This design comes from an exercise in tuning for small area, a short achievable clock period and few clock cycles per item on the open sky130 flow, not from production work.
The RTL was checked by simulation tests, not by an equivalence proof against the original design.
The clock cells of runs 3 and 4 come from the design's own scripts or RTL, not from TritonCTS.
The flow treats the clock pin as an ideal source. Dropping or thinning the clock tree relies on that and would not hold on a real chip.
No activity file was given, so power comes from the tool's default toggle rates.

--- flow/flow/run.sh ---
#!/bin/bash
# The standard layout (standard.sh), with these changes:
# - synthesis: ABC maps the logic with this flow's abc.script instead of the
#   ORFS script, and Yosys's adder extraction is skipped so ABC sees all the
#   logic. Registers, flattening and renaming are those of the standard
#   synthesis (synth_recipe.tcl with abc_override.tcl inserted).
# - flow/env.sh may set further ORFS variables (timing-repair target, port
#   buffer cell).
set -euo pipefail
here=$(pwd)
{ head -n 1 synth_recipe.tcl; cat flow/abc_override.tcl; tail -n +2 synth_recipe.tcl; } > my_synth.tcl
export MY_ABC_SCRIPT=$here/flow/abc.script
if [[ -f flow/abc_fast.script ]]; then export MY_ABC_FAST=$here/flow/abc_fast.script; fi
if [[ -f flow/env.sh ]]; then source flow/env.sh; fi
sed -e "s#SYNTH_SCRIPT=[^ ]*#SYNTH_SCRIPT=$here/my_synth.tcl ADDER_MAP_FILE=#" standard.sh > my_standard.sh
bash my_standard.sh > flow.log 2>&1
--- flow/flow/abc.script ---
strash
dch
map
topo
--- flow/flow/abc_override.tcl ---
# Run ABC with this flow's own script in place of the ORFS one (the rest of
# the standard synthesis is unchanged).
proc abc {args} {
  set i [lsearch -exact $args -script]
  if {$i >= 0} { set args [lreplace $args $i [expr {$i + 1}] -script $::env(MY_ABC_SCRIPT)] }
  yosys abc {*}$args
}
--- flow/flow/env.sh ---
export SETUP_SLACK_MARGIN=5.65
export BUFFER_PORTS_ARGS="-buffer_cell sky130_fd_sc_hd__buf_1"
--- flow/standard.sh ---
#!/bin/bash
# synth_recipe.tcl (not shown) runs the flow's synth.tcl, then flattens the netlist and writes it again
# the make line also repeats each setting of config.mk as NAME=value (left out here)
make -C /OpenROAD-flow-scripts/flow DESIGN_CONFIG=/design/flow/config.mk WORK_HOME=/design/flow/orfs CLKGATE_MAP_FILE= SYNTH_SCRIPT=/design/flow/synth_recipe.tcl "${@:-finish}"
--- flow/config.mk ---
export PLATFORM = sky130hd
export DESIGN_NAME = cpu
export DESIGN_NICKNAME = cpu
export VERILOG_FILES = /design/flow/design.v
export SDC_FILE = /design/flow/constraint.sdc
export NUM_CORES = 4
export LEC_CHECK = 0
export CAP_MARGIN = 20
export CORE_MARGIN = 2
export CORE_UTILIZATION = 40
export CTS_BUF_LIST = sky130_fd_sc_hd__clkbuf_16
export CTS_CLUSTER_DIAMETER = 200
export CTS_CLUSTER_SIZE = 32
export SLEW_MARGIN = 20
--- flow/constraint.sdc ---
create_clock -name core_clock -period 8.0 [get_ports {clk}]
set_input_delay 1.6000 -clock core_clock [delete_from_list [all_inputs] [get_ports {clk}]]
set_output_delay 1.6000 -clock core_clock [all_outputs]
set_load 0.01 [all_outputs]
--- flow/design.v ---
module cpu (
    input clk,
    input rst,
    input [15:0] sw,
    output [7:0] led
);
    reg [7:0] n;
    wire [6:0] k = n[7:1];
    wire [6:0] m_next = n[0] ? (k + {k[5:0], 1'b0} + 7'd2) : k;
    reg [6:0] m;
    reg inc1, inc2;
    reg [5:0] L;
    reg [5:0] res;
    wire [5:0] L_next;
    collatz_lut7 u_lut (.m(m), .L(L_next));
    always @(posedge clk) begin
        n <= sw[7:0];
        m <= m_next;
        inc1 <= n[0] & (n != 8'd85) & (n != 8'd227);
        L <= L_next;
        inc2 <= inc1;
        if (rst)
            res <= 6'd0;
        else if (res == 6'd0)
            res <= L + {5'd0, inc2};
    end
    assign led = {2'b00, res};
endmodule
module collatz_lut7 (
    input [6:0] m,
    output [5:0] L
);
    wire x0 = m[6];
    wire x1 = m[5];
    wire x2 = m[4];
    wire x3 = m[3];
    wire x4 = m[2];
    wire x5 = m[1];
    wire x6 = m[0];
    wire new_n100;
    wire new_n101;
    wire new_n103;
    wire new_n104;
    wire new_n105;
    wire new_n106;
    wire new_n107;
    wire new_n108;
    wire new_n109;
    wire new_n110;
    wire new_n111;
    wire new_n112;
    wire new_n113;
    wire new_n114;
    wire new_n115;
    wire new_n116;
    wire new_n117;
    wire new_n118;
    wire new_n119;
    wire new_n120;
    wire new_n121;
    wire new_n122;
    wire new_n123;
    wire new_n124;
    wire new_n125;
    wire new_n126;
    wire new_n127;
    wire new_n128;
    wire new_n129;
    wire new_n130;
    wire new_n131;
    wire new_n132;
    wire new_n133;
    wire new_n134;
    wire new_n135;
    wire new_n136;
    wire new_n137;
    wire new_n138;
    wire new_n139;
    wire new_n14;
    wire new_n140;
    wire new_n141;
    wire new_n142;
    wire new_n143;
    wire new_n144;
    wire new_n145;
    wire new_n146;
    wire new_n147;
    wire new_n148;
    wire new_n149;
    wire new_n15;
    wire new_n150;
    wire new_n151;
    wire new_n152;
    wire new_n154;
    wire new_n155;
    wire new_n156;
    wire new_n157;
    wire new_n158;
    wire new_n159;
    wire new_n16;
    wire new_n160;
    wire new_n161;
    wire new_n162;
    wire new_n163;
    wire new_n164;
    wire new_n165;
    wire new_n166;
    wire new_n167;
    wire new_n168;
    wire new_n169;
    wire new_n17;
    wire new_n170;
    wire new_n171;
    wire new_n172;
    wire new_n173;
    wire new_n174;
    wire new_n175;
    wire new_n176;
    wire new_n177;
    wire new_n178;
    wire new_n18;
    wire new_n180;
    wire new_n181;
    wire new_n182;
    wire new_n183;
    wire new_n184;
    wire new_n185;
    wire new_n186;
    wire new_n187;
    wire new_n188;
    wire new_n189;
    wire new_n19;
    wire new_n190;
    wire new_n191;
    wire new_n192;
    wire new_n193;
    wire new_n194;
    wire new_n195;
    wire new_n196;
    wire new_n197;
    wire new_n198;
    wire new_n199;
    wire new_n20;
    wire new_n200;
    wire new_n201;
    wire new_n202;
    wire new_n203;
    wire new_n205;
    wire new_n206;
    wire new_n207;
    wire new_n208;
    wire new_n209;
    wire new_n21;
    wire new_n210;
    wire new_n211;
    wire new_n212;
    wire new_n213;
    wire new_n214;
    wire new_n215;
    wire new_n216;
    wire new_n217;
    wire new_n218;
    wire new_n22;
    wire new_n23;
    wire new_n24;
    wire new_n25;
    wire new_n26;
    wire new_n27;
    wire new_n28;
    wire new_n29;
    wire new_n30;
    wire new_n31;
    wire new_n32;
    wire new_n33;
    wire new_n34;
    wire new_n35;
    wire new_n36;
    wire new_n37;
    wire new_n38;
    wire new_n39;
    wire new_n40;
    wire new_n41;
    wire new_n42;
    wire new_n43;
    wire new_n44;
    wire new_n45;
    wire new_n46;
    wire new_n47;
    wire new_n48;
    wire new_n49;
    wire new_n50;
    wire new_n51;
    wire new_n52;
    wire new_n53;
    wire new_n54;
    wire new_n55;
    wire new_n56;
    wire new_n57;
    wire new_n58;
    wire new_n59;
    wire new_n60;
    wire new_n61;
    wire new_n62;
    wire new_n63;
    wire new_n64;
    wire new_n65;
    wire new_n66;
    wire new_n67;
    wire new_n69;
    wire new_n70;
    wire new_n71;
    wire new_n72;
    wire new_n73;
    wire new_n74;
    wire new_n75;
    wire new_n76;
    wire new_n77;
    wire new_n78;
    wire new_n79;
    wire new_n80;
    wire new_n81;
    wire new_n82;
    wire new_n83;
    wire new_n84;
    wire new_n85;
    wire new_n86;
    wire new_n87;
    wire new_n88;
    wire new_n89;
    wire new_n90;
    wire new_n91;
    wire new_n92;
    wire new_n93;
    wire new_n94;
    wire new_n95;
    wire new_n96;
    wire new_n97;
    wire new_n98;
    wire new_n99;
    wire z0;
    wire z1;
    wire z2;
    wire z3;
    wire z4;
    wire z5;
    assign new_n14 = (~x0 & x6);
    assign new_n15 = (x0 & ~x6);
    assign new_n16 = (x4 & new_n15);
    assign new_n17 = (~new_n14 & ~new_n16);
    assign new_n18 = (x2 & x5);
    assign new_n19 = (new_n17 & new_n18);
    assign new_n20 = (x3 & ~new_n17);
    assign new_n21 = (~x3 & x5);
    assign new_n22 = (~x2 & x3);
    assign new_n23 = (~x0 & ~x6);
    assign new_n24 = (~new_n22 & new_n23);
    assign new_n25 = (~new_n21 & new_n24);
    assign new_n26 = (~x2 & x4);
    assign new_n27 = (~x3 & new_n26);
    assign new_n28 = (x2 & x3);
    assign new_n29 = (x5 & ~new_n28);
    assign new_n30 = (x4 & x6);
    assign new_n31 = (~new_n29 & new_n30);
    assign new_n32 = (~new_n27 & new_n31);
    assign new_n33 = (~new_n25 & ~new_n32);
    assign new_n34 = (new_n20 & new_n33);
    assign new_n35 = (~new_n19 & ~new_n34);
    assign new_n36 = (~x0 & x4);
    assign new_n37 = (x5 & ~new_n36);
    assign new_n38 = (~new_n35 & ~new_n37);
    assign new_n39 = (x1 & ~new_n38);
    assign new_n40 = (new_n18 & new_n20);
    assign new_n41 = (~x1 & ~new_n40);
    assign new_n42 = (~new_n39 & ~new_n41);
    assign new_n43 = (x3 & x5);
    assign new_n44 = (x0 & ~new_n43);
    assign new_n45 = (~x5 & ~new_n15);
    assign new_n46 = (new_n15 & new_n21);
    assign new_n47 = (~new_n45 & ~new_n46);
    assign new_n48 = (x0 & x2);
    assign new_n49 = (~new_n47 & new_n48);
    assign new_n50 = (~new_n32 & new_n49);
    assign new_n51 = (~x2 & x6);
    assign new_n52 = (~new_n21 & new_n51);
    assign new_n53 = (~x2 & ~x4);
    assign new_n54 = (~new_n21 & new_n53);
    assign new_n55 = (~new_n51 & ~new_n54);
    assign new_n56 = (~new_n52 & ~new_n55);
    assign new_n57 = (~x4 & x6);
    assign new_n58 = (new_n28 & new_n57);
    assign new_n59 = (~new_n56 & ~new_n58);
    assign new_n60 = (~new_n50 & new_n59);
    assign new_n61 = (new_n44 & ~new_n60);
    assign new_n62 = (x1 & new_n26);
    assign new_n63 = (new_n35 & ~new_n62);
    assign new_n64 = (new_n61 & ~new_n63);
    assign new_n65 = (x1 & new_n58);
    assign new_n66 = (~new_n40 & new_n65);
    assign new_n67 = (~new_n64 & ~new_n66);
    assign z0 = ~((~new_n42 & new_n67));
    assign new_n69 = (new_n39 & new_n60);
    assign new_n70 = (~x6 & new_n27);
    assign new_n71 = (~x2 & x5);
    assign new_n72 = (new_n57 & new_n71);
    assign new_n73 = (~x3 & ~x5);
    assign new_n74 = (~x1 & ~new_n73);
    assign new_n75 = (~new_n72 & new_n74);
    assign new_n76 = (~new_n70 & new_n75);
    assign new_n77 = (~z0 & new_n76);
    assign new_n78 = (x0 & x6);
    assign new_n79 = (~x1 & ~x5);
    assign new_n80 = (new_n78 & new_n79);
    assign new_n81 = (~new_n77 & ~new_n80);
    assign new_n82 = (~x0 & ~x2);
    assign new_n83 = (x2 & new_n78);
    assign new_n84 = (~new_n82 & ~new_n83);
    assign new_n85 = (x2 & ~x3);
    assign new_n86 = (~x4 & new_n85);
    assign new_n87 = (new_n44 & ~new_n86);
    assign new_n88 = (~new_n84 & new_n87);
    assign new_n89 = (~x5 & new_n26);
    assign new_n90 = (~x0 & new_n89);
    assign new_n91 = (~x4 & new_n23);
    assign new_n92 = (x3 & new_n91);
    assign new_n93 = (~new_n90 & ~new_n92);
    assign new_n94 = (~new_n88 & new_n93);
    assign new_n95 = (~new_n81 & new_n94);
    assign new_n96 = (~new_n69 & ~new_n95);
    assign new_n97 = (~new_n15 & ~new_n57);
    assign new_n98 = (new_n73 & ~new_n82);
    assign new_n99 = (new_n97 & new_n98);
    assign new_n100 = (~x2 & new_n91);
    assign new_n101 = (~new_n99 & ~new_n100);
    assign z1 = (~new_n96 & new_n101);
    assign new_n103 = (x0 & x1);
    assign new_n104 = (~x4 & ~new_n103);
    assign new_n105 = (x1 & ~x5);
    assign new_n106 = (x2 & new_n105);
    assign new_n107 = (x1 & ~x6);
    assign new_n108 = (new_n28 & new_n107);
    assign new_n109 = (new_n51 & new_n73);
    assign new_n110 = (~new_n108 & ~new_n109);
    assign new_n111 = (~new_n106 & new_n110);
    assign new_n112 = (x4 & new_n103);
    assign new_n113 = (new_n111 & new_n112);
    assign new_n114 = (~new_n104 & ~new_n113);
    assign new_n115 = (z1 & new_n114);
    assign new_n116 = (x0 & new_n21);
    assign new_n117 = (x1 & new_n51);
    assign new_n118 = (~new_n21 & ~new_n117);
    assign new_n119 = (~new_n116 & ~new_n118);
    assign new_n120 = (x4 & ~new_n119);
    assign new_n121 = (~x0 & x1);
    assign new_n122 = (~x3 & new_n121);
    assign new_n123 = (~new_n120 & ~new_n122);
    assign new_n124 = (new_n14 & new_n26);
    assign new_n125 = (x1 & ~new_n124);
    assign new_n126 = (~new_n109 & ~new_n125);
    assign new_n127 = (~new_n101 & new_n126);
    assign new_n128 = (~new_n123 & ~new_n127);
    assign new_n129 = (~x1 & x2);
    assign new_n130 = (~new_n78 & ~new_n107);
    assign new_n131 = (~new_n129 & new_n130);
    assign new_n132 = (~x5 & ~new_n131);
    assign new_n133 = (~new_n128 & ~new_n132);
    assign new_n134 = (x3 & ~new_n15);
    assign new_n135 = (~x1 & ~new_n134);
    assign new_n136 = (~new_n24 & ~new_n135);
    assign new_n137 = (~new_n84 & ~new_n136);
    assign new_n138 = (~new_n133 & ~new_n137);
    assign new_n139 = (~new_n115 & new_n138);
    assign new_n140 = (~new_n81 & new_n116);
    assign new_n141 = (~x0 & ~new_n28);
    assign new_n142 = (~new_n81 & new_n141);
    assign new_n143 = (x5 & ~new_n48);
    assign new_n144 = (~new_n142 & new_n143);
    assign new_n145 = (~new_n140 & ~new_n144);
    assign new_n146 = (~new_n62 & ~new_n145);
    assign new_n147 = (~new_n139 & ~new_n146);
    assign new_n148 = (~x3 & ~new_n91);
    assign new_n149 = (new_n135 & ~new_n148);
    assign new_n150 = (new_n28 & new_n36);
    assign new_n151 = (~new_n108 & ~new_n150);
    assign new_n152 = (~new_n149 & new_n151);
    assign z2 = (~new_n147 & new_n152);
    assign new_n154 = (~x0 & new_n73);
    assign new_n155 = (new_n54 & ~new_n154);
    assign new_n156 = (x2 & new_n21);
    assign new_n157 = (~new_n52 & new_n121);
    assign new_n158 = (~new_n156 & new_n157);
    assign new_n159 = (~new_n155 & ~new_n158);
    assign new_n160 = (new_n86 & ~new_n145);
    assign new_n161 = (new_n107 & new_n134);
    assign new_n162 = (~new_n78 & new_n106);
    assign new_n163 = (~new_n161 & ~new_n162);
    assign new_n164 = (~new_n160 & new_n163);
    assign new_n165 = (~new_n159 & new_n164);
    assign new_n166 = (~new_n57 & ~new_n111);
    assign new_n167 = (x4 & new_n85);
    assign new_n168 = (x1 & ~new_n167);
    assign new_n169 = (new_n78 & ~new_n85);
    assign new_n170 = (~new_n50 & new_n169);
    assign new_n171 = (x0 & new_n89);
    assign new_n172 = (~new_n46 & ~new_n171);
    assign new_n173 = (x0 & ~new_n45);
    assign new_n174 = (new_n86 & ~new_n173);
    assign new_n175 = (new_n172 & ~new_n174);
    assign new_n176 = (~new_n170 & new_n175);
    assign new_n177 = (~new_n168 & ~new_n176);
    assign new_n178 = (~new_n166 & ~new_n177);
    assign z3 = ~((~new_n165 & new_n178));
    assign new_n180 = (new_n23 & new_n85);
    assign new_n181 = (~x1 & new_n71);
    assign new_n182 = (x2 & x6);
    assign new_n183 = (~new_n105 & new_n182);
    assign new_n184 = (~new_n181 & ~new_n183);
    assign new_n185 = (x0 & x3);
    assign new_n186 = (~new_n184 & new_n185);
    assign new_n187 = (new_n128 & ~new_n186);
    assign new_n188 = (new_n57 & new_n154);
    assign new_n189 = (x2 & new_n91);
    assign new_n190 = (~x1 & ~new_n150);
    assign new_n191 = (~new_n189 & new_n190);
    assign new_n192 = (~new_n188 & new_n191);
    assign new_n193 = (~new_n61 & new_n192);
    assign new_n194 = (~new_n47 & new_n193);
    assign new_n195 = (~new_n21 & new_n107);
    assign new_n196 = (~x4 & ~new_n195);
    assign new_n197 = (new_n14 & ~new_n22);
    assign new_n198 = (new_n22 & new_n78);
    assign new_n199 = (~new_n197 & ~new_n198);
    assign new_n200 = (new_n196 & new_n199);
    assign new_n201 = (~new_n194 & new_n200);
    assign new_n202 = (~new_n187 & ~new_n201);
    assign new_n203 = (~new_n180 & ~new_n202);
    assign z4 = (new_n164 & new_n203);
    assign new_n205 = (~x6 & ~new_n172);
    assign new_n206 = (~x3 & new_n71);
    assign new_n207 = (~x4 & ~new_n22);
    assign new_n208 = (new_n14 & ~new_n207);
    assign new_n209 = (~new_n206 & ~new_n208);
    assign new_n210 = (new_n33 & new_n209);
    assign new_n211 = (~new_n205 & new_n210);
    assign new_n212 = (~new_n126 & ~new_n211);
    assign new_n213 = (~new_n17 & new_n177);
    assign new_n214 = (new_n43 & new_n53);
    assign new_n215 = (~new_n27 & ~new_n198);
    assign new_n216 = (~new_n214 & new_n215);
    assign new_n217 = (new_n193 & new_n216);
    assign new_n218 = (~new_n213 & new_n217);
    assign z5 = (~new_n212 & ~new_n218);
    assign L[5] = z0;
    assign L[4] = z1;
    assign L[3] = z2;
    assign L[2] = z3;
    assign L[1] = z4;
    assign L[0] = z5;
endmodule
==> qor.yml, run 1 <==
synth:
  synth_commonest_cells: "nand2_1 (60), clkinv_1 (31), nor2_1 (30)"
  ys_async_sr_fraction_pct: 0
  ys_types: 34
  synth_cells: 265
  yosys_register_bits: 29
  synth-main-ff-cell: "dfxtp_1"
  synth_area_sq_mm: 0.00177
  synthTopCellsByArea: "dfxtp_1 (33%), nand2_1 (13%), clkinv_1 (6.6%), nor2_1 (6.4%), nand3_1 (5.4%)"
  syn_area_per_cell_sq_um: 6.68
  yosysTopAreaCellShare_pct: 32.8
  synth_most_common_cell: "nand2_1"
  yosysWarningCount: 1
  synth_edf_count: 0
  seq_area_frac_synth_pct: 32.8
  yosys.area.top_type: "dfxtp_1"
global_routing:
  grt_pass1_wl_um: 7760
  grt_pass1_vias: 1782
  met3_usage_pct: 4.13
  overflow: 0
  grt_max_degree: 17
  antenna_found_initial: 0
  grt_use_total_pct: 19.2
  grt_busiest_layer: "met2"
  use_met2_pct: 31.4
  grtUsageMet1_pct: 24.0
run:
  drv_cap: 0
routing:
  wl_per_cell_um: 13.5
  drt_first_pass_iters: 5
  wirelength_um: 4620
  remaining_drc_errors: 0
  ant_nets: 0
  drt_iter0_markers: 207
  num_vias: 1953
  via_per_inst: 5.71
placed_design:
  dp_hpwl_um: 3360
  portBuffers: 15
  place_inst: 331
  place_congestion: 0.946
floorplanning:
  die_x_um: 70.5
  dieArea_sq_mm: 0.00497
  ioPinCount: 26
  coreArea_sq_mm: 0.00429
  initial_utilization_pct: 41.2
  die_h_um: 70.5
  rows: 24
clocking:
  cts_sinks: 29
  cts-buffers-inserted: 5
  root_buffer: "clkbuf_16"
  hold_buffers: 0
  cts_tree: "built"
  htree_levels: 2
  clkLatencyLatePin_ns: 0.27
  clock_path_buffers: 2
  clk_pin_slew_ns: 0.05
sta:
  tightest_slew_ns: 0.634
  setup_viol: 0
  max_slew_margin_pct: 57.4
  final_max_slew_viol_count: 0
  fin_crit_sh_pct: 29.0
  final_hold_viol_count: 0
  setup-tns-final_ns: 0
  finClkSkew_ns: 0.00282
  grt_setup_unrepaired: "yes"
  finalCriticalPeriod_ns: 2.32
  fmax_ghz: 0.430
power:
  power_density_mw_per_mm2: 271
  leakage_nw: 0.830
  ir_worst_vdd_v: 0.000135
worst_setup_path:
  cp.arrival_ns: 0.72
  path_buf_inv: 1
  cp-end-kind: "output pin"
  crit_required_ns: 6.40
  critPathSlowestCell: "dfxtp_2"
  crit_chain: "buf_2"
  crit_path_start_kind: "flop"
  path_class: "reg2out"
  critPathMaxStageDelay_ns: 0.33
  path_delay_family: "flip-flops"
  crit_fanout: 3
final_layout:
  fin_nets: 307
  fin_cells: 342
  n_antenna_cell: 0
  syn2layout_area_growth_pct: 19.2
  drive_gt1_share_pct: 13.4
  nFillCells: 454
worst_hold_path:
  hold_path_class: "reg2reg"
status:
  status: "timing/DRC/antenna clean"
==> placed cells by master (no fill, tap or decap), drive strengths merged, types with 2 or more instances in the layout <==
cell type  Yosys  final
clkbuf         0      5
or2            3      3
xnor2          3      3
nand4          5      5
nor2          30     30
o21a           3      3
a21oi         14     14
nor3           5      5
dfxtp         29     29
o21ai         14     14
o211ai         6      6
conb           1      2
a41oi          2      2
xor2           5      5
o31ai          2      2
clkinv        31     32
a2111oi        2      2
a31oi          6      6
o22ai          5      5
nand3         19     19
nand3b         5      5
clkinvlp       0      2
a22oi          2      2
nand2         60     60
buf            2     18
==> final cells by class <==
type	instances	area, sq um	area share [%]
Multi-Input combinational cell	204	1090	51.5
Inverter	31	126	5.99
Sequential cell	29	602	28.5
Tap cell	52	65.1	3.08
Timing Repair Buffer	18	92.6	4.39
Clock buffer	5	125	5.93
Clock inverter	3	12.5	0.593
==> power breakdown <==
group          internal (W)  switching [W]  total [W]
logic             0.0000775       0.000113   0.000190
registers          0.000179      0.0000323   0.000212
clock network      0.000112      0.0000578   0.000170
total              0.000369       0.000203   0.000571
==> metal layers <==
metal | up-vias | wire [um]
li1 | 977 | -
met5 | - | 0
met4 | 0 | 119
met2 | 107 | 2180
met3 | 16 | 350
met1 | 853 | 1980
==> worst paths after layout <==
path	from	slack, ns	endpoint	depth (start not counted)
setup / recovery	res[5]	5.68	led[5]	1
setup reg to reg	m[1]	5.78	L[1]	8
hold / removal	inc1	0.33	inc2	0
hold reg to reg	inc1	0.33	inc2	0
==> logic make-up (layout without fill, tap and decap cells) <==
family | count (synthesis) | in the layout | synth area share, %
AO/OA/AOI/OAI | 64 | 64 | 23.3
XOR/XNOR | 8 | 8 | 3.96
buffers and inverters | 33 | 57 | 7.42
AND/OR/NAND/NOR | 129 | 129 | 31.7
other | 1 | 2 | 0.212
multiplexers | 1 | 1 | 0.565
flip-flops | 29 | 29 | 32.8
==> state kept, by name, indices dropped and copies added (netlist names) <==
| signal | flops |
|---|---|
| L | 6 |
| inc1 | 1 |
| inc2 | 1 |
| m | 7 |
| n | 8 |
| res | 6 |
==> stage by stage <==
stage	worst slack, ns	util [%]	hold WS [ns]	area [sq um]	power [W]
floorplan	5.88	-	0.310	1770	0.000336
global placement	5.13	43.8	0.311	1880	0.000385
detailed placement	5.22	43.8	0.318	1880	0.000385
CTS	5.65	47.4	0.332	2030	0.000562
global route	5.64	49.2	0.330	2110	0.000611
finish	5.68	49.2	0.327	2110	0.000571
==> what timing repair did <==
item	CTS	global route
pin swaps	0	1
endpoints found under the hold margin	0	0
gates resized for setup	13	19
buffers inserted	0	3
setup endpoints to repair	10	8
Testbench counts, summed over its fixed seeds: cycles 10,080, jobs 2,016.
==> run 2, diff against run 1 <==
--- a/flow/config.mk
+++ b/flow/config.mk
@@ -8,7 +8,4 @@
 export CAP_MARGIN = 20
 export CORE_MARGIN = 2
 export CORE_UTILIZATION = 40
-export CTS_BUF_LIST = sky130_fd_sc_hd__clkbuf_16
-export CTS_CLUSTER_DIAMETER = 200
-export CTS_CLUSTER_SIZE = 32
 export SLEW_MARGIN = 20
==> qor.yml, run 2 <==
sta:
  setup-tns-final_ns: 0
  grt_setup_unrepaired: "yes"
  holdWs_ns: 0.328
  fin_crit_sh_pct: 29.0
  final_max_slew_viol_count: 0
  fmax_ghz: 0.431
  finClkSkew_ns: 0.00288
  final_hold_viol_count: 0
  setup_viol: 0
  tightest_slew_ns: 0.646
  fin_ws_ns: 5.68
  max_slew_margin_pct: 56.6
  finalCriticalPeriod_ns: 2.32
status:
  status: "timing/DRC/antenna clean"
routing:
  remaining_drc_errors: 0
  drt_first_pass_iters: 5
  via_per_inst: 5.63
  ant_nets: 0
  wl_per_cell_um: 13.3
  wirelength_um: 4560
  drt_iter0_markers: 174
  num_vias: 1936
global_routing:
  grt_max_degree: 17
  grt_pass1_wl_um: 7790
  overflow: 0
  antenna_found_initial: 0
  grt_pass1_vias: 1771
  grt_use_total_pct: 19.3
placed_design:
  place_congestion: 0.946
  pre_cts_ws_ns: 5.22
  dp_hpwl_um: 3360
  portBuffers: 15
  place_inst: 331
clocking:
  cts-buffers-inserted: 5
  cts_sinks: 29
  clkLatencyLatePin_ns: 0.28
  hold_buffers: 0
  cts_tree: "built"
  root_buffer: "clkbuf_8"
  clock_path_buffers: 2
  clk_pin_slew_ns: 0.06
  htree_levels: 2
final_layout:
  final_common_cell: "nand2_1"
  nFillCells: 462
  regMostFlops: "n"
  fin_nets: 309
  syn2layout_area_growth_pct: 17.5
  largestRegisters: "n x8, m x7"
  fin_cells: 344
  drive_gt1_share_pct: 15.4
  n_antenna_cell: 0
  largest_reg_flops: 8
  final_cell_mix: "nand2_1 (59), clkinv_1 (27), nor2_1 (27)"
worst_setup_path:
  cp.arrival_ns: 0.72
  cp-end-kind: "output pin"
  crit_fanout: 2
  r2r-end: "L[1]"
  regToRegSetupSlack_ns: 5.80
  path_buf_inv: 1
  r2r_start: "m[1]"
  crit_path_start_kind: "flop"
  crit_chain: "buf_2"
  critPathMaxStageDelay_ns: 0.32
  worst-r2r-cell-count: 8
  path_delay_family: "flip-flops"
  critPathSlowestCell: "dfxtp_2"
  crit_required_ns: 6.40
  path_class: "reg2out"
floorplanning:
  die_x_um: 70.5
  coreArea_sq_mm: 0.00429
  rows: 24
  dieArea_sq_mm: 0.00497
  die_h_um: 70.5
  ioPinCount: 26
  initial_utilization_pct: 41.2
synth:
  yosys_register_bits: 29
  synthTopCellsByArea: "dfxtp_1 (33%), nand2_1 (13%), clkinv_1 (6.6%), nor2_1 (6.4%), nand3_1 (5.4%)"
  seq_area_frac_synth_pct: 32.8
  ys_async_sr_fraction_pct: 0
  syn_area_per_cell_sq_um: 6.68
  synth_area_sq_mm: 0.00177
  yosys.area.top_type: "dfxtp_1"
  yosysWarningCount: 1
  synth_most_common_cell: "nand2_1"
  yosysTopAreaCellShare_pct: 32.8
  synth_commonest_cells: "nand2_1 (60), clkinv_1 (31), nor2_1 (30)"
  synth_edf_count: 0
  synth-main-ff-cell: "dfxtp_1"
  synth_cells: 265
  ys_types: 34
power:
  ir_worst_vdd_v: 0.000137
  pwr-share-seq_pct: 39.1
  p_sw_share_pct: 36.9
  power_frac_clock_pct: 24.3
  internal_power_w: 0.000339
  leakage_nw: 0.826
  switchingPower_w: 0.000198
  combPwrFrac_pct: 36.6
  power_density_mw_per_mm2: 258
worst_hold_path:
  whs_endpoint: "inc2"
  hold_path_class: "reg2reg"
  min_from: "inc1"
  holdPathStages: 0
run:
  drv_cap: 0
## run 2: cell counts after synthesis
Identical to the previous run, type by type.
## run 2: routing by layer
layer  track usage, %  vias up  routed length, um
li1                 -      977                  -
met1             24.1      855               1930
met2             31.8       92               2170
met3             4.13       12                338
met4             9.43        0                123
met5                0        -                  0
## run 2: layout make-up
type	count	area [sq um]	area share [%]
clock inverter	1	5.00	0.241
inverter	31	126	6.08
timing repair buffer	20	101	4.87
clock buffer	7	96.3	4.63
tap	52	65.1	3.13
sequential	29	606	29.1
multi-input combinational	204	1080	51.9
## run 2: how the worst max path moves through the flow
stage	startpoint	endpoint	slack (ns)	cells after the start
after global placement	m[6]	L[1]	5.13	8
after floorplan	m[6]	L[1]	5.88	8
final	res[4]	led[4]	5.68	1
after CTS	res[4]	led[4]	5.65	1
after detailed placement	m[6]	L[1]	5.22	8
after global routing	m[1]	L[1]	5.64	9
## run 2: repair_timing
item,CTS,global route
buffers inserted,2,3
gates resized for setup,15,17
pin swaps,0,1
endpoints found under the hold margin,0,0
cloned,0,0
endpoints found under the setup margin,11,9
## run 2: per-stage QoR
step / power, W / area, sq um / utilization [%]
floorplan: 0.000336 / 1770 / -
global placement: 0.000385 / 1880 / 43.8
detailed placement: 0.000385 / 1880 / 43.8
CTS: 0.000530 / 2020 / 46.9
global route: 0.000576 / 2080 / 48.4
finish: 0.000537 / 2080 / 48.4
## run 2: cells by family after synthesis
logic type	share of synthesized area (%)
DFF	32.8
AOI/OAI and AO/OA	23.3
muxes	0.565
xor gates and xnor gates	3.96
and+or+nand+nor	31.7
buffers and inverters	7.42
other	0.212
## run 2: power groups by stage
stage               Clock [W]  Combinational, W  Sequential (W)
finish               0.000131          0.000196        0.000210
global route         0.000141          0.000221        0.000214
CTS                  0.000136          0.000187        0.000207
detailed placement          0          0.000175        0.000210
global placement            0          0.000175        0.000209
floorplan                   0          0.000127        0.000209
==> run 3, diff against run 2 <==
==> flow/flow/env.sh (replaced) <==
export SETUP_SLACK_MARGIN=5.8
export BUFFER_PORTS_ARGS="-buffer_cell sky130_fd_sc_hd__buf_1"
export PRE_CTS_TCL=$here/flow/one_buf.tcl
==> flow/flow/one_buf.tcl (new file) <==
# Clock tree of one buffer: the clock port drives a single clkbuf_16 placed at
# the centre of the registers, which drives every register's clock pin.
# Replaces clock_tree_synthesis for this small design (cts.tcl's repair and
# legalisation still run after it).
proc clock_tree_synthesis {args} {
  set block [ord::get_db_block]
  set clk_port [lindex [get_ports clk] 0]
  set net [$block findNet clk]
  set xs 0; set ys 0; set n 0
  foreach it [$net getITerms] {
    set inst [$it getInst]
    set box [$inst getBBox]
    set xs [expr {$xs + ([$box xMin] + [$box xMax]) / 2}]
    set ys [expr {$ys + ([$box yMin] + [$box yMax]) / 2}]
    incr n
  }
  set dbu [$block getDbUnitsPerMicron]
  set x [expr {double($xs) / $n / $dbu}]
  set y [expr {double($ys) / $n / $dbu}]
  puts "one_buf: $n clock sinks, buffer at $x $y"
  insert_buffer -buffer_cell sky130_fd_sc_hd__clkbuf_16 -net clk -location [list $x $y] -buffer_name clkbuf_root -net_name clknet_root
  set_propagated_clock [all_clocks]
}
==> qor.yml, run 3 <==
routing:
  drt_iter0_markers: 176
  wl_per_cell_um: 13.4
  remaining_drc_errors: 0
  ant_nets: 0
  drt_first_pass_iters: 6
  via_per_inst: 5.71
  wirelength_um: 4600
  num_vias: 1959
power:
  ir_worst_vdd_v: 0.000108
  power_density_mw_per_mm2: 234
  leakage_nw: 0.841
worst_hold_path:
  hold_path_class: "reg2reg"
placed_design:
  place_area_sq_mm: 0.00188
  place_inst: 331
  dp_hpwl_um: 3360
  pre_cts_ws_ns: 5.22
  place_congestion: 0.946
  portBuffers: 15
sta:
  final_hold_viol_count: 0
  fin_crit_sh_pct: 27.7
  grt_setup_unrepaired: "yes"
  finClkSkew_ns: 0.00340
  max_slew_margin_pct: 57.3
  setup_viol: 0
  fin_ws_ns: 5.78
  finalCriticalPeriod_ns: 2.22
  tightest_slew_ns: 0.636
  fmax_ghz: 0.451
  final_max_slew_viol_count: 0
  setup-tns-final_ns: 0
worst_setup_path:
  critPathSlowestCell: "dfxtp_2"
  crit_fanout: 2
  crit_required_ns: 6.40
  cp-end-kind: "output pin"
  crit_chain: "buf_6"
  crit_path_start_kind: "flop"
  path_buf_inv: 1
  cp.arrival_ns: 0.62
  critPathMaxStageDelay_ns: 0.34
  path_class: "reg2out"
  path_delay_family: "flip-flops"
synth:
  ys_types: 34
  synth_most_common_cell: "nand2_1"
  yosysWarningCount: 1
  seq_area_frac_synth_pct: 32.8
  synth_cells: 265
  ys_async_sr_fraction_pct: 0
  synth_commonest_cells: "nand2_1 (60), clkinv_1 (31), nor2_1 (30)"
  synth_edf_count: 0
  yosys_register_bits: 29
  yosys.area.top_type: "dfxtp_1"
  syn_area_per_cell_sq_um: 6.68
  yosysTopAreaCellShare_pct: 32.8
  synthTopCellsByArea: "dfxtp_1 (33%), nand2_1 (13%), clkinv_1 (6.6%), nor2_1 (6.4%), nand3_1 (5.4%)"
  synth-main-ff-cell: "dfxtp_1"
  synth_area_sq_mm: 0.00177
final_layout:
  finish.utilization_pct: 49.9
  design_area_sq_mm: 0.00214
  final_common_cell: "nand2_1"
  final_cell_mix: "nand2_1 (59), clkinv_1 (26), nor2_1 (26)"
  drive_gt1_share_pct: 17.9
  largestRegisters: "n x8, m x7"
  nFillCells: 438
  regMostFlops: "n"
  fin_cells: 343
  fin_nets: 311
  n_antenna_cell: 0
  syn2layout_area_growth_pct: 21.1
  largest_reg_flops: 8
floorplanning:
  coreArea_sq_mm: 0.00429
  die_x_um: 70.5
  die_h_um: 70.5
  initial_utilization_pct: 41.2
  rows: 24
  ioPinCount: 26
  dieArea_sq_mm: 0.00497
clocking:
  clkLatencyLatePin_ns: 0.16
  hold_buffers: 0
  clk_pin_slew_ns: 0.10
run:
  drv_cap: 0
global_routing:
  overflow: 0
  grt_pass1_vias: 1746
  grt_use_total_pct: 17.9
  grt_pass1_wl_um: 7650
  grt_max_degree: 30
  antenna_found_initial: 0
status:
  status: "timing/DRC/antenna clean"
-- run 3: repair_timing --
| action | in CTS | in global routing |
|---|---|---|
| pin swaps | 0 | 3 |
| resized for setup | 29 | 20 |
| endpoints found under the hold margin | 0 | 0 |
| setup endpoints to repair | 11 | 10 |
| buffers inserted | 4 | 7 |
-- run 3: report_power, final --
group / switching, W / internal, W
logic: 0.000123 / 0.000109
registers: 0.0000319 / 0.000180
clock network: 0.0000347 / 0.0000232
total: 0.000189 / 0.000312
-- run 3: path summary, 6_finish.rpt --
check / start / to / slack [ns] / cells after the start
max: res[2] / led[2] / 5.78 / 1
min: inc1 / inc2 / 0.34 / 0
max reg2reg: m[3] / L[1] / 5.92 / 9
min reg2reg: inc1 / inc2 / 0.34 / 0
-- run 3: routing by layer --
metal	track usage [%]	part of all wire, %	vias up
met2	31.6	48	110
met3	0.855	7.6	20
li1	-	-	975
met5	0	0	-
met1	24.1	41	854
met4	4.82	3.9	0
-- run 3: metrics by stage --
| stage | total power (W) | hold WS, ns |
|---|---|---|
| CTS | 0.000483 | 0.344 |
| floorplan | 0.000336 | 0.310 |
| global route | 0.000538 | 0.346 |
| global placement | 0.000385 | 0.311 |
| detailed placement | 0.000385 | 0.318 |
| finish | 0.000501 | 0.341 |
-- run 3: kinds of logic after synthesis --
group	synth area share (%)
other cells	0.212
simple gates	31.7
flops	32.8
mux	0.565
buf+inv	7.42
compound gates	23.3
xor+xnor	3.96
-- run 3: cell type report, clock buffers not listed --
type                            count  area, sq um  area share (%)
Sequential cell                    29          608            28.4
Tap cell                           52         65.1            3.03
Timing Repair Buffer               26          196            9.16
Inverter                           31          126            5.89
Multi-Input combinational cell    204         1120            52.4
==> run 4, diff against run 3 <==
==> flow/flow/env.sh (replaced) <==
export SETUP_SLACK_MARGIN=5.7
export BUFFER_PORTS_ARGS="-buffer_cell sky130_fd_sc_hd__buf_1"
export PRE_CTS_TCL=$here/flow/one_buf.tcl
==> qor.yml, run 4 <==
placed_design:
  dp_hpwl_um: 3360
  place_congestion: 0.946
  portBuffers: 15
  pre_cts_ws_ns: 5.22
final_layout:
  nFillCells: 465
  largestRegisters: "n x8, m x7"
  final_common_cell: "nand2_1"
  regArea_sq_um: 603
  final_cell_mix: "nand2_1 (59), nor2_1 (28), clkinv_1 (27)"
  n_antenna_cell: 0
  largest_reg_flops: 8
  regMostFlops: "n"
  fin_nets: 303
  syn2layout_area_growth_pct: 11.9
  drive_gt1_share_pct: 10.2
  multi_input_area_sq_mm: 0.00108
worst_hold_path:
  min_from: "inc1"
  hold_path_class: "reg2reg"
  whs_endpoint: "inc2"
  holdPathStages: 0
worst_setup_path:
  crit_path_start_kind: "flop"
  crit_required_ns: 6.40
  path_buf_inv: 1
  path_delay_family: "flip-flops"
  path_class: "reg2out"
  r2r-end: "L[1]"
  regToRegSetupSlack_ns: 5.82
  cp-end-kind: "output pin"
  critPathSlowestCell: "dfxtp_1"
  r2r_start: "m[1]"
  critPathMaxStageDelay_ns: 0.34
  crit_fanout: 2
  cp.arrival_ns: 0.66
  crit_chain: "buf_1"
  worst-r2r-cell-count: 8
synth:
  yosys_register_bits: 29
  ys_async_sr_fraction_pct: 0
  syn_area_per_cell_sq_um: 6.68
  synth-xor-area-share_pct: 3.96
  synthAdderAreaFrac_pct: 0
  synth-compound-area-share_pct: 23.3
  synth-main-ff-cell: "dfxtp_1"
  synth_cells: 265
  yosysWarningCount: 1
  synth_edf_count: 0
  synthTopCellsByArea: "dfxtp_1 (33%), nand2_1 (13%), clkinv_1 (6.6%), nor2_1 (6.4%), nand3_1 (5.4%)"
  ys_types: 34
  synth-simple-area-share_pct: 31.7
  yosys.area.top_type: "dfxtp_1"
  synth_most_common_cell: "nand2_1"
  synth_commonest_cells: "nand2_1 (60), clkinv_1 (31), nor2_1 (30)"
  synth_top_family_by_area: "simple AND/OR/NAND/NOR gates"
  yosysTopAreaCellShare_pct: 32.8
  synth_area_sq_mm: 0.00177
  seq_area_frac_synth_pct: 32.8
  synthMuxAreaShare_pct: 0.565
routing:
  drt_first_pass_iters: 4
  ant_nets: 0
  wl_per_cell_um: 13.1
  via_per_inst: 5.60
  remaining_drc_errors: 0
  num_vias: 1877
  drt_iter0_markers: 171
  wirelength_um: 4390
power:
  ir_worst_vdd_v: 0.000102
  leakage_nw: 0.762
  power_density_mw_per_mm2: 228
clocking:
  clk_pin_slew_ns: 0.10
  hold_buffers: 0
  clkLatencyLatePin_ns: 0.16
floorplanning:
  coreArea_sq_mm: 0.00429
  initial_utilization_pct: 41.2
  die_h_um: 70.5
  dieArea_sq_mm: 0.00497
  ioPinCount: 26
  rows: 24
  die_x_um: 70.5
sta:
  finalCriticalPeriod_ns: 2.26
  tightest_slew_ns: 0.627
  final_hold_viol_count: 0
  grt_setup_unrepaired: "no"
  setup-tns-final_ns: 0
  setup_viol: 0
  fin_ws_ns: 5.74
  fmax_ghz: 0.443
  max_slew_margin_pct: 57.9
  finClkSkew_ns: 0.00341
  fin_crit_sh_pct: 28.2
  final_max_slew_viol_count: 0
global_routing:
  grt_use_total_pct: 17.6
  antenna_found_initial: 0
  grt_pass1_vias: 1697
  grt_max_degree: 30
  overflow: 0
  grt_pass1_wl_um: 7550
run:
  drv_cap: 0
status:
  status: "timing/DRC/antenna clean"
## run 4: cell count changes in the layout (fill, tap and decap cells not counted), sizes merged
cell,delta
buf,-11
clkbuf,+3
clkinv,-1
clkinvlp,+1
## run 4: metrics by stage
stage          cell area [sq um]  power, W  instances  util, %  hold WS, ns
3_5_place_dp                1880  0.000385        331     43.8        0.318
6_report                    1980  0.000451        335     46.2        0.341
3_3_place_gp                1880  0.000385        331     43.8        0.311
2_1_floorplan               1770  0.000336        266        -        0.310
4_1_cts                     1920  0.000446        332     44.6        0.344
5_1_grt                     1980  0.000488        335     46.2        0.347
## run 4: worst max path at each step
stage               startpoint      to  slack [ns]  depth (start not counted)
CTS                       m[1]    L[1]        5.68                          8
detailed placement        m[6]    L[1]        5.22                          8
floorplan                 m[6]    L[1]        5.88                          8
global placement          m[6]    L[1]        5.13                          8
global route              m[1]    L[1]        5.69                          9
finish                  res[4]  led[4]        5.74                          1
## run 4: logic make-up (layout without fill, tap and decap cells)
family          count (synthesis)  count (layout)
simple gates                  129             129
compound gates                 64              64
buf+inv                        33              50
flops                          29              29
xor+xnor                        8               8
other cells                     1               2
mux                             1               1
## run 4: per-layer routing
layer / vias up / global-route usage (%) / wire length, um
li1: 962 / - / -
met1: 823 / 24.4 / 1890
met2: 78 / 30.4 / 2070
met3: 14 / 0.855 / 267
met4: 0 / 4.61 / 163
met5: - / 0 / 0
## run 4: power breakdown
part	switching [W]	total [W]	internal [W]
clock	0.0000349	0.0000580	0.0000232
combinational	0.000111	0.000184	0.0000729
sequential	0.0000318	0.000209	0.000178
## run 4: layout make-up, clock buffers not listed
type / count / area share (%)
inverters: 31 / 6.44
multi-input cells: 204 / 54.4
flip-flops and latches: 29 / 30.4
well taps: 52 / 3.28
repair buffers: 18 / 4.23
## run 4: repair_timing
| item | in CTS | in global routing |
|---|---|---|
| pin swaps | 0 | 2 |
| endpoints found under the setup margin | 7 | 9 |
| gates resized for setup | 9 | 18 |
| buffers inserted | 0 | 3 |

==> port drivers added, routing unchanged <==
The results above use ideal ports. As a check the final layouts listed here were re-extracted and re-timed, cells and wires unchanged. Step 1 (the two cells are an assumption about what drives the block):
set clk [get_ports {clk}]
set_driving_cell -lib_cell sky130_fd_sc_hd__clkbuf_16 $clk
set_driving_cell -lib_cell sky130_fd_sc_hd__buf_2 [delete_from_list [all_inputs] $clk]
Step 2, shift: input delay + t, output delay - t, t = (earliest + latest rising clock arrival at the registers) / 2. This alone moves slack from input paths to output paths. Three values: ideal ports, drivers, drivers and shift; two values: the first two.
| run | shift t [ns] | setup WS [ns] | clock arrival spread, ns | worst register clock-pin slew, ns | worst slew at a driven data input, ns |
|---|---|---|---|---|---|
| run 1 | 0.296 | 5.677 / 5.648 / 5.782 | 0.003 / 0.003 | 0.05 / 0.05 | 0.03 |
| run 2 | 0.301 | 5.678 / 5.654 / 5.795 | 0.003 / 0.004 | 0.06 / 0.06 | 0.03 |
| run 3 | 0.189 | 5.782 / 5.755 / 5.919 | 0.004 / 0.004 | 0.10 / 0.10 | 0.03 |
| run 4 | 0.189 | 5.741 / 5.714 / 5.815 | 0.004 / 0.004 | 0.10 / 0.10 | 0.03 |
After both steps setup and hold are still met in every run listed.
